Context: an optimization exercise on an open-source flow, tuned for small area. The choices shown serve that exercise and are no tape-out recipe. Function was checked by simulation only, so behaviour that the tests miss may differ from the original.

## flow/design.v (module list and top-level ports; edited modules follow where they fit)
// module FA: 4 lines
// module HA: 4 lines
// module adder_tree: 1934 lines
// module mac_array: 601 lines
module mac_array#(
    parameter   BATCH   = 32,
    parameter   DATA_W  = 8,
    parameter   RES_W   = 32
    )(
    input   clk,
    input   rst,
    input   new_acc,
    input   [BATCH  -1 : 0][DATA_W  -1 : 0] vec_a,
    input   [BATCH  -1 : 0][DATA_W  -1 : 0] vec_b,
    output  [BATCH  -1 : 0][RES_W   -1 : 0] vec_out,
    output  [RES_W  -1 : 0] sca_out
    );
  // ...
==> flow/flow/run.sh <==
#!/bin/bash
# The standard layout (standard synthesis, floorplan, placement, CTS,
# routing) with two changes:
# - the port buffers that placement inserts on every input and output use the
#   smallest buffer cell instead of a delay buffer;
# - CTS clusters more flip-flops per leaf buffer and adds no dummy loads.
set -euo pipefail
export BUFFER_PORTS_ARGS="-buffer_cell sky130_fd_sc_hd__buf_1"
export CTS_ARGS="-sink_clustering_enable -repair_clock_nets -dont_use_dummy_load -sink_clustering_size 24 -sink_clustering_max_diameter 120"
bash standard.sh > standard.log 2>&1
==> flow/standard.sh <==
#!/bin/bash
# synth_recipe.tcl (not shown) runs the flow's synth.tcl, then flattens the netlist and writes it again
# the make line also repeats each setting of config.mk as NAME=value (left out here)
make -C /OpenROAD-flow-scripts/flow DESIGN_CONFIG=/design/flow/config.mk WORK_HOME=/design/flow/orfs CLKGATE_MAP_FILE= SYNTH_SCRIPT=/design/flow/synth_recipe.tcl "${@:-finish}"
==> flow/config.mk <==
export PLATFORM = sky130hd
export DESIGN_NAME = mac_array
export DESIGN_NICKNAME = mac_array
export VERILOG_FILES = /design/flow/design.v
export SDC_FILE = /design/flow/constraint.sdc
export NUM_CORES = 4
export LEC_CHECK = 0
export CAP_MARGIN = 35
export CORE_MARGIN = 2
export CORE_UTILIZATION = 60
export SLEW_MARGIN = 35
export SYNTH_HIERARCHICAL = 1
==> flow/constraint.sdc <==
create_clock -name core_clock -period 6.0 [get_ports {clk}]
set_input_delay 1.2000 -clock core_clock [delete_from_list [all_inputs] [get_ports {clk}]]
set_output_delay 1.2000 -clock core_clock [all_outputs]
set_load 0.01 [all_outputs]
==> impl_metrics.yaml, run 1 <==
clock_tree:
  cts_setup_buffers: 0
  root_buffer: "clkbuf_16"
  clk_path_buf_depth: 3
sta:
  tns_ns: 0
  skew_ns: 0.0396
cells_and_area:
  nClkBuffers: 105
  multi_input_area_share_pct: 58.8
  seq_cells: 2296
  fin_util_pct: 63.2
  syn_to_final_growth_pct: 5.06
  multi_input_area_um2: 88100
  postLayoutCellArea_um2: 150000
  clkCellAreaFrac_pct: 1.75
  layout_common_cells: "fa_1, dfxtp_1, nor2_1, buf_1, nor2b_1"
hold_path:
  whs_endpoint: "adder_tree_inst.d2[15]$_DFF_P_"
status:
  outcome: "complete, no violations"
placed_design:
  place_worst_setup_slack_ns: 0.0793
  place_hpwl_mm: 394
global_routing:
  grt_use_met3_pct: 11.8
  overflow: 0
routing:
  met3_length_mm: 45.5
worst_setup_path:
  slowest_stage: "fa_1"
  timing_worst_setup_path_type: "register to register"
  r2r_start: "ARR[6].lo[0]$_DFF_P_"
synth:
  yosys-top-cells-count: "fa_1, dfxtp_1, nor2_1, nor2b_1, inv_1"
==> run 2, diff against run 1 <==
--- a/flow/config.mk
+++ b/flow/config.mk
@@ -8,5 +8,5 @@
 export CAP_MARGIN = 35
 export CORE_MARGIN = 2
-export CORE_UTILIZATION = 60
+export CORE_UTILIZATION = 70
 export SLEW_MARGIN = 35
 export SYNTH_HIERARCHICAL = 1
==> impl_metrics.yaml, run 2 <==
status:
  outcome: "complete, no violations"
synth:
  netlist_instances: 12600
  synth_edf_count: 0
  ys.flop_type: "dfxtp_1"
  yosys-top-cells-count: "fa_1, dfxtp_1, nor2_1, nor2b_1, inv_1"
  ys_seq_area_share_pct: 32.2
  synth_most_common_cell: "fa_1"
  synthArstFlopShare_pct: 0
  yosysUniqueCellTypes: 81
  syn_area_per_cell_um2: 11.3
  synth-warning-count: 8
  synth_area_um2: 143000
  netlist.area_leader.share_pct: 34.5
  yosys_register_bits: 2296
  synth_fp_nets: 16000
  netlist_top_cells_area: "fa_1, dfxtp_1, nor2_1"
  yosys.area.top_type: "fa_1"
global_routing:
  grtUsageTotal_pct: 44.5
  grt_max_degree: 213
  grt_pass1_vias: 100000
  antenna_found_initial: 107
  grt_pass1_wl_mm: 666
  overflow: 0
worst_setup_path:
  critPathMaxFanout: 3
  cp_common_cell: "fa_1"
  worstSetupStartpointType: "register"
  slowest_stage: "fa_1"
  timing_worst_setup_path_type: "register to register"
  worstSetupEndpointType: "register"
  worstPathRequired_ns: 6.75
  crit_path_max_incr_delay_ns: 0.44
  path_buf_inv: 0
  cp_data_arrival_time_ns: 6.62
  cp_top_family: "adder cells"
  crit_chain: "ha_1 > fa_1 > fa_1 > fa_1 > nor2b_1 > fa_1 > fa_1 > fa_1 > fa_1 > fa_1 > fa_1 > fa_1 > fa_1 > and3_1 > a31oi_2 > and2_1"
sta:
  hold_viol: 0
  min_period_over_period_pct: 97.8
  maxSlewViolCount: 0
  tightest_slew_ns: 0.979
  clock.fmax_ghz: 0.170
  skew_ns: 0.100
  rsz0062_at_grt: "no"
  slew_headroom_pct: 35.0
  tns_ns: 0
  setup_violations: 0
  period_minus_slack_ns: 5.87
cells_and_area:
  fin_nets: 16700
  layout_commonest_cell: "fa_1"
  fillers: 14000
  fin_util_pct: 73.9
  syn_to_final_growth_pct: 4.79
  drive_gt1_share_pct: 6.51
  layout_common_cells: "fa_1, dfxtp_1, nor2_1, buf_1, nor2b_1"
routing:
  wire_per_inst_um: 28.6
  drc: 0
  wl_mm: 457
  detail-route-antenna-nets: 0
  num_vias: 95200
  vias_per_cell: 5.95
  dr.pass1.iters: 8
  drtIter0Drc: 9024
clock_tree:
  cts.clk_slew.worst_paths_ns: 0.10
  cts_tree: "built"
  clk_path_buf_depth: 3
  clk_latency_ns: 0.83
  htreeDepth: 3
  root_buffer: "clkbuf_16"
  cts_setup_buffers: 0
  ctsHoldBuffers: 0
  cts.sinks: 2296
  cts_buffers: 106
placed_design:
  io_buffers: 1569
  place_hpwl_mm: 388
  gp_congestion: 1.03
die:
  fp.dieH_um: 455
  core_um2: 202000
  dieArea_um2: 207000
  initial_core_util_pct: 70.5
  num_io_pins: 1571
  rows: 165
  die_width_um: 455
hold_path:
  worstHoldPathType: "register to register"
flow_run:
  maxCapViolCount: 0
[run 2: what timing repair did]
| action | 4_1_cts | 5_1_grt |
|---|---|---|
| gates resized for setup | 1 | 24 |
| pin swaps | 0 | 1 |
| endpoints found under the setup margin | 1 | 23 |
[run 2: stage by stage]
stage               setup WS (ns)  cell area (um^2)  cells  hold slack [ns]
global route              0.00466            149000  16000            0.332
finish                      0.130            150000  16000            0.321
CTS                        0.0119            149000  15900            0.328
floorplan                   0.609            143000  12600            0.310
detailed placement         0.0903            147000  15800            0.312
global placement            0.153            147000  15800            0.312
[run 2: modules after synthesis, one instance, submodules excluded]
module / flip-flops and latches / cells / times used
HA: 0 / 1 / 339
mac_array: 2113 / 9458 / 1
adder_tree: 183 / 356 / 1
FA: 0 / 1 / 2458
[run 2: metal layers]
layer / GRT usage, % / part of all wire (%) / routed length [um] / up-vias
li1: - / - / - / 40200
met1: 51.7 / 34 / 155000 / 48700
met2: 66.8 / 44 / 202000 / 4838
met3: 14.4 / 11 / 49100 / 1458
met4: 38.5 / 11 / 50600 / 46
met5: 0 / 0.061 / 278 / -
[run 2: path summary, 6_finish.rpt]
check | startpoint | endpoint | slack [ns] | cells after the start
setup / recovery | ARR[31].mult_reg[0]$_DFF_P_ | ARR[31].dec$_DFF_P_ | 0.13 | 16
hold / removal | adder_tree_inst.d3[17]$_DFF_P_ | adder_tree_inst.d4[17]$_DFF_P_ | 0.32 | 0
setup reg to reg | ARR[31].mult_reg[0]$_DFF_P_ | ARR[31].dec$_DFF_P_ | 0.13 | 16
hold reg to reg | adder_tree_inst.d3[17]$_DFF_P_ | adder_tree_inst.d4[17]$_DFF_P_ | 0.32 | 0
[run 2: kinds of logic after synthesis]
family / after synthesis / synth area share [%]
xor gates and xnor gates: 733 / 4.50
DFF: 2296 / 32.2
AOI/OAI and AO/OA: 395 / 1.90
buffers and inverters: 1803 / 6.11
adders and majority gates: 2902 / 38.4
other: 2 / 0.00526
muxes: 197 / 1.50
and+or+nand+nor: 4283 / 15.4
[run 2: area by class of cell]
cell class	count	area [um^2]	area share, %
clock buffer	106	2650	1.77
inverter	663	2490	1.66
tap	2672	3340	2.24
timing repair buffer	1673	6770	4.53
multi-input combinational	8512	88100	58.9
antenna	81	203	0.136
sequential	2296	46000	30.7
[run 2: worst reg2reg max path: stages (launching register included)]
cell	delay [ns]
dfxtp_1	0.35
ha_1	0.20
fa_1	0.38
fa_1	0.41
fa_1	0.41
nor2b_1	0.16
fa_1	0.40
fa_1	0.41
fa_1	0.40
fa_1	0.41
fa_1	0.40
fa_1	0.41
fa_1	0.40
fa_1	0.44
and3_1	0.27
a31oi_2	0.22
and2_1	0.14

[separate check: timing with driven ports]
The results above use ideal ports. As a check the final layouts listed here were re-extracted and re-timed, cells and wires unchanged. Step 1, drivers: a clkbuf_16 drives clk and a buf_2 each remaining input, both assumed. Step 2 also shifts input and output timing later by t, the mid clock arrival at the registers, as if the neighbouring blocks saw the same clock. a / b / c = ideal / step 1 / step 2; a / b = the first two.
| run | t (ns) | slack for setup (ns) | cell pins on the clock port's net |
|---|---|---|---|
| run 1 | 0.907 | 0.097 / 0.097 / 0.097 | 1 |
| run 2 | 0.893 | 0.130 / 0.130 / 0.130 | 1 |
After both steps every run listed still meets setup and hold.
